This design comes from an exercise in tuning for small area, a short achievable clock period and few clock cycles per item on the open sky130 flow, not from production work.
The RTL was checked by simulation tests, not by an equivalence proof against the original design.

Design mult, start of the top module:
module mult(
	input clk, rst, start, in_is_signed,
	input [31:0] in_a, in_b,
	output mult_status,
	output [63:0] s);
	reg busy;
	reg [32:0] n_b;		 
	reg [7:0] one_b, two_b, neg;	 
	reg [15:0] wlo;		 
	reg [47:0] acc;		 
	assign mult_status = busy;
	wire [32:0] n = ~n_b;
	wire [7:0] one = ~one_b, two = ~two_b;
	wire sha = ~|in_a[31:16] | &in_a[31:15];
	wire shb = ~|in_b[31:16] | &in_b[31:15];
	wire short = sha | shb;
	wire use_a = sha & ~shb;	 
	wire [15:0] mlo = use_a ? in_a[15:0] : in_b[15:0];
	wire mtop = use_a ? in_a[31] : in_b[31];
	wire [31:0] nn = use_a ? in_b : in_a;
	wire [32:0] nx33 = {in_is_signed & nn[31], nn};
	wire c32 = ~in_is_signed & mtop;	 
	wire c16 = short & ~mtop & mlo[15];	 
	wire [47:0] acc0 = (short & c32) ? {nn, 16'b0} :
	                   (c16 | (~short & c32)) ? {{15{nx33[32]}}, nx33} : 48'b0;
	wire [16:0] wn = busy ? {wlo, 1'b0} : short ? {mlo, 1'b0} : in_b[31:15];
	wire [7:0] one_n, two_n, neg_n;
	assign one_n[0] = wn[1] ^ wn[0];
	assign two_n[0] = (wn[2] & ~wn[1] & ~wn[0]) | (~wn[2] & wn[1] & wn[0]);
	assign neg_n[0] = wn[2];
	assign one_n[1] = wn[3] ^ wn[2];
	assign two_n[1] = (wn[4] & ~wn[3] & ~wn[2]) | (~wn[4] & wn[3] & wn[2]);
	assign neg_n[1] = wn[4];
	assign one_n[2] = wn[5] ^ wn[4];
	assign two_n[2] = (wn[6] & ~wn[5] & ~wn[4]) | (~wn[6] & wn[5] & wn[4]);
  ...
For scale: ~1700 cells after synthesis, about 120 flip-flops.
clock: 50.0 ns
lec_check: 0
abc_area: 0
cap_margin: 20
core_margin: 2
core_utilization: 40
cts_buf_list: sky130_fd_sc_hd__clkbuf_8
slew_margin: 40
synth_hierarchical: 1
standard.sh (not shown) runs the stock make flow with config.mk's settings and CLKGATE_MAP_FILE= SYNTH_SCRIPT=/design/flow/synth_recipe.tcl, a recipe that flattens the netlist after the stock synthesis.
==> flow/flow/run.sh <==
#!/bin/bash
set -euo pipefail
export BUFFER_PORTS_ARGS="-buffer_cell sky130_fd_sc_hd__buf_2"
bash standard.sh > standard.log 2>&1
Testbench counts at the start, summed over its fixed seeds: cycles 4,019, items 3,200.
Change:
==> flow/flow/run.sh (replaced) <==
#!/bin/bash
set -euo pipefail
export BUFFER_PORTS_ARGS="-buffer_cell sky130_fd_sc_hd__buf_1"
export PRE_RESIZE_TCL="$PWD/flow/outbuf.tcl"
bash standard.sh > standard.log 2>&1
==> flow/flow/outbuf.tcl (new file) <==
# Make the buffer that drives each output port a buf_2.
set n 0
foreach port [get_ports -filter "direction == output"] {
  foreach pin [get_pins -of_objects [get_nets -of_objects $port] -filter "direction == output"] {
    set inst [get_cells -of_objects $pin]
    if { [get_property [get_lib_cells -of_objects $inst] name] == "sky130_fd_sc_hd__buf_1" } {
      replace_cell $inst sky130_fd_sc_hd__buf_2
      incr n
    }
  }
}
puts "outbuf.tcl: $n output buffers made buf_2"
--- a/flow/config.mk
+++ b/flow/config.mk
@@ -8 +8 @@
-export ABC_AREA = 0
+export ABC_AREA = 1
Outcome:
- With this change the flow failed in placement repair (STA-0100)
- synthesized area increases by 3.9%
- synthesized cell count increases by 21%
Change:
--- a/flow/flow/run.sh
+++ b/flow/flow/run.sh
@@ -4 +3,0 @@
-export PRE_RESIZE_TCL="$PWD/flow/outbuf.tcl"
--- a/flow/config.mk
+++ b/flow/config.mk
@@ -13 +13 @@
-export SLEW_MARGIN = 40
+export SLEW_MARGIN = 20
removed: flow/flow/outbuf.tcl
Effect: This time the run completed without violations. Synthesized area is unchanged. Synthesized cell count does not change.
Change:
==> flow/flow/run.sh (replaced) <==
#!/bin/bash
set -euo pipefail
export BUFFER_PORTS_ARGS="-buffer_cell sky130_fd_sc_hd__buf_2"
export PRE_RESIZE_TCL="$PWD/flow/fanout.tcl"
bash standard.sh > standard.log 2>&1
==> flow/flow/fanout.tcl (new file) <==
set_max_fanout 12 [current_design]
--- a/flow/config.mk
+++ b/flow/config.mk
@@ -13 +13 @@
-export SLEW_MARGIN = 20
+export SLEW_MARGIN = 40
=> Design area rises by 8.9%; count of clock-buffer cells in the layout is unchanged; cell count rises by 6.2%.
Change:
--- a/flow/flow/run.sh
+++ b/flow/flow/run.sh
@@ -4 +3,0 @@
-export PRE_RESIZE_TCL="$PWD/flow/fanout.tcl"
--- a/flow/config.mk
+++ b/flow/config.mk
@@ -11 +11 @@
-export CORE_UTILIZATION = 40
+export CORE_UTILIZATION = 55
removed: flow/flow/fanout.tcl
Effect:
- count of clock-buffer cells in the layout does not change
- setup slack gains 2.4 ns
Change:
--- a/flow/config.mk
+++ b/flow/config.mk
@@ -11 +11 @@
-export CORE_UTILIZATION = 55
+export CORE_UTILIZATION = 40
@@ -13 +13 @@
-export SLEW_MARGIN = 40
+export SLEW_MARGIN = 65
- final area increases by a few percent
- core utilization is lower by 14 points
- clock-buffer cell count is higher by 2
- routed wire length goes up slightly
- fmax is higher slightly
- sequential cell count is unchanged
- synthesized area stays the same

Another version of the RTL of mult (not shown whole).
Size: roughly 2100 cells after synthesis, ~130 flip-flops, about 19000 sq um of cells after synthesis.
clock: 50.0 ns
lec_check: 0
abc_area: 1
cap_margin: 20
core_margin: 2
core_utilization: 40
slew_margin: 55
synth_hierarchical: 1
==> flow/flow/run.sh <==
#!/bin/bash
set -euo pipefail
export BUFFER_PORTS_ARGS="-buffer_cell sky130_fd_sc_hd__buf_2"
bash standard.sh > standard.log 2>&1
The baseline completed without violations.
Testbench counts at the start, summed over its fixed seeds: cycles 4,019, items 3,200.
Rerun with:
SLEW_MARGIN = 20   (was 55)
Sequential share of layout area rises by 0.28 points.
Die area is unchanged.
Cell count goes down by about 1%.
Via count goes down by 1.4%.

== P ==
RTL: one of the versions met above, not the one the previous note started from.
For scale: ~120 flip-flops, ~130 I/O pins, ~18,000 um2 of cells after synthesis.
export LEC_CHECK = 0
export ABC_AREA = 1
export CAP_MARGIN = 20
export CORE_MARGIN = 2
export CORE_UTILIZATION = 40
export CTS_BUF_LIST = sky130_fd_sc_hd__clkbuf_8
export SLEW_MARGIN = 20
export SYNTH_HIERARCHICAL = 1
create_clock -name core_clock -period 50.0 [get_ports {clk}]
Scripts as last shown in full above: flow/flow/run.sh
Testbench counts of P, summed over its fixed seeds: cycles 4,019, items 3,200.
## Diff of input files: Q against P
- setting CTS_CLUSTER_DIAMETER to 100 for the first time
- setting CTS_CLUSTER_SIZE to 30 for the first time
- changing SLEW_MARGIN from 20 to 40
==> summary.txt <==
- Setup slack in Q is larger than in P.
- Diff P -> Q: overall routed net length decreased by 1.2% relative to the old numbers.
Edits applied to the flow inputs when going from Q to R:
- a deleted CTS_CLUSTER_DIAMETER that had been 100
- a deleted CTS_CLUSTER_SIZE that had been 30
Notes after the runs:
Non-clock buffer total of the final layout came out exactly the same in Q and R. Comparing R against Q, there is no change at all in routability congestion estimate. Overall die area: Q vs R identical. Between R and Q, the post-route worst setup slack figures differ only marginally. Re total met2 wirelength after detailed routing: no difference whatsoever between Q and R.
> inputs changed (R -> S)
- SLEW_MARGIN: 40 -> 50
## What came out
- Diff R..S | number of remaining DRC errors | unchanged
- Net total in the final layout: S vs R up about 0.9%
- Reported for R and S, maximum level of the CTS H-tree turned out identical to the last digit.

==> re-timing with driven ports <==
In the flow no input, the clock included, has a driving cell. The finished layouts below were timed again as built, in two steps.
Step 1, drivers: a clkbuf_16 drives clk and a buf_2 each remaining input, both assumed.
Step 2 adds t to the input delays and takes it off the output delays; t is the mean of the earliest and latest rising clock arrival at the registers after step 1. Input paths then give back, and output paths get back, about the clock's delay inside the block.
Slacks: no drivers / after step 1 / after step 2; pairs: no drivers / after step 1.
run | t (ns) | setup slack, ns | worst setup path at the end | slew at the worst register clock pin (ns) | worst slew at a driven data input, ns
the first run of note 1 | 0.492 | 32.784 / 32.740 / 33.232 | register to output | 0.09 / 0.09 | 0.05
the third run of note 1 | 0.482 | 33.516 / 33.473 / 33.955 | register to output | 0.09 / 0.09 | 0.04
the fourth run of note 1 | 0.488 | 31.267 / 31.221 / 31.709 | register to output | 0.08 / 0.08 | 0.04
the fifth run of note 1 | 0.494 | 33.629 / 33.585 / 34.079 | register to output | 0.09 / 0.09 | 0.03
the sixth run of note 1 | 0.483 | 33.763 / 33.718 / 34.201 | register to output | 0.08 / 0.08 | 0.04
the first run of note 2 | 0.497 | 33.267 / 33.216 / 33.713 | register to output | 0.07 / 0.07 | 0.04
the second run of note 2 | 0.487 | 33.249 / 33.198 / 33.686 | register to output | 0.07 / 0.07 | 0.04
P | 0.495 | 33.723 / 33.678 / 34.173 | register to output | 0.08 / 0.08 | 0.04
Q | 0.490 | 33.773 / 33.727 / 34.217 | register to output | 0.09 / 0.09 | 0.03
R | 0.490 | 33.773 / 33.727 / 34.217 | register to output | 0.09 / 0.09 | 0.03
S | 0.480 | 33.911 / 33.866 / 34.346 | register to output | 0.08 / 0.08 | 0.03
After both steps setup and hold are still met in every run listed.
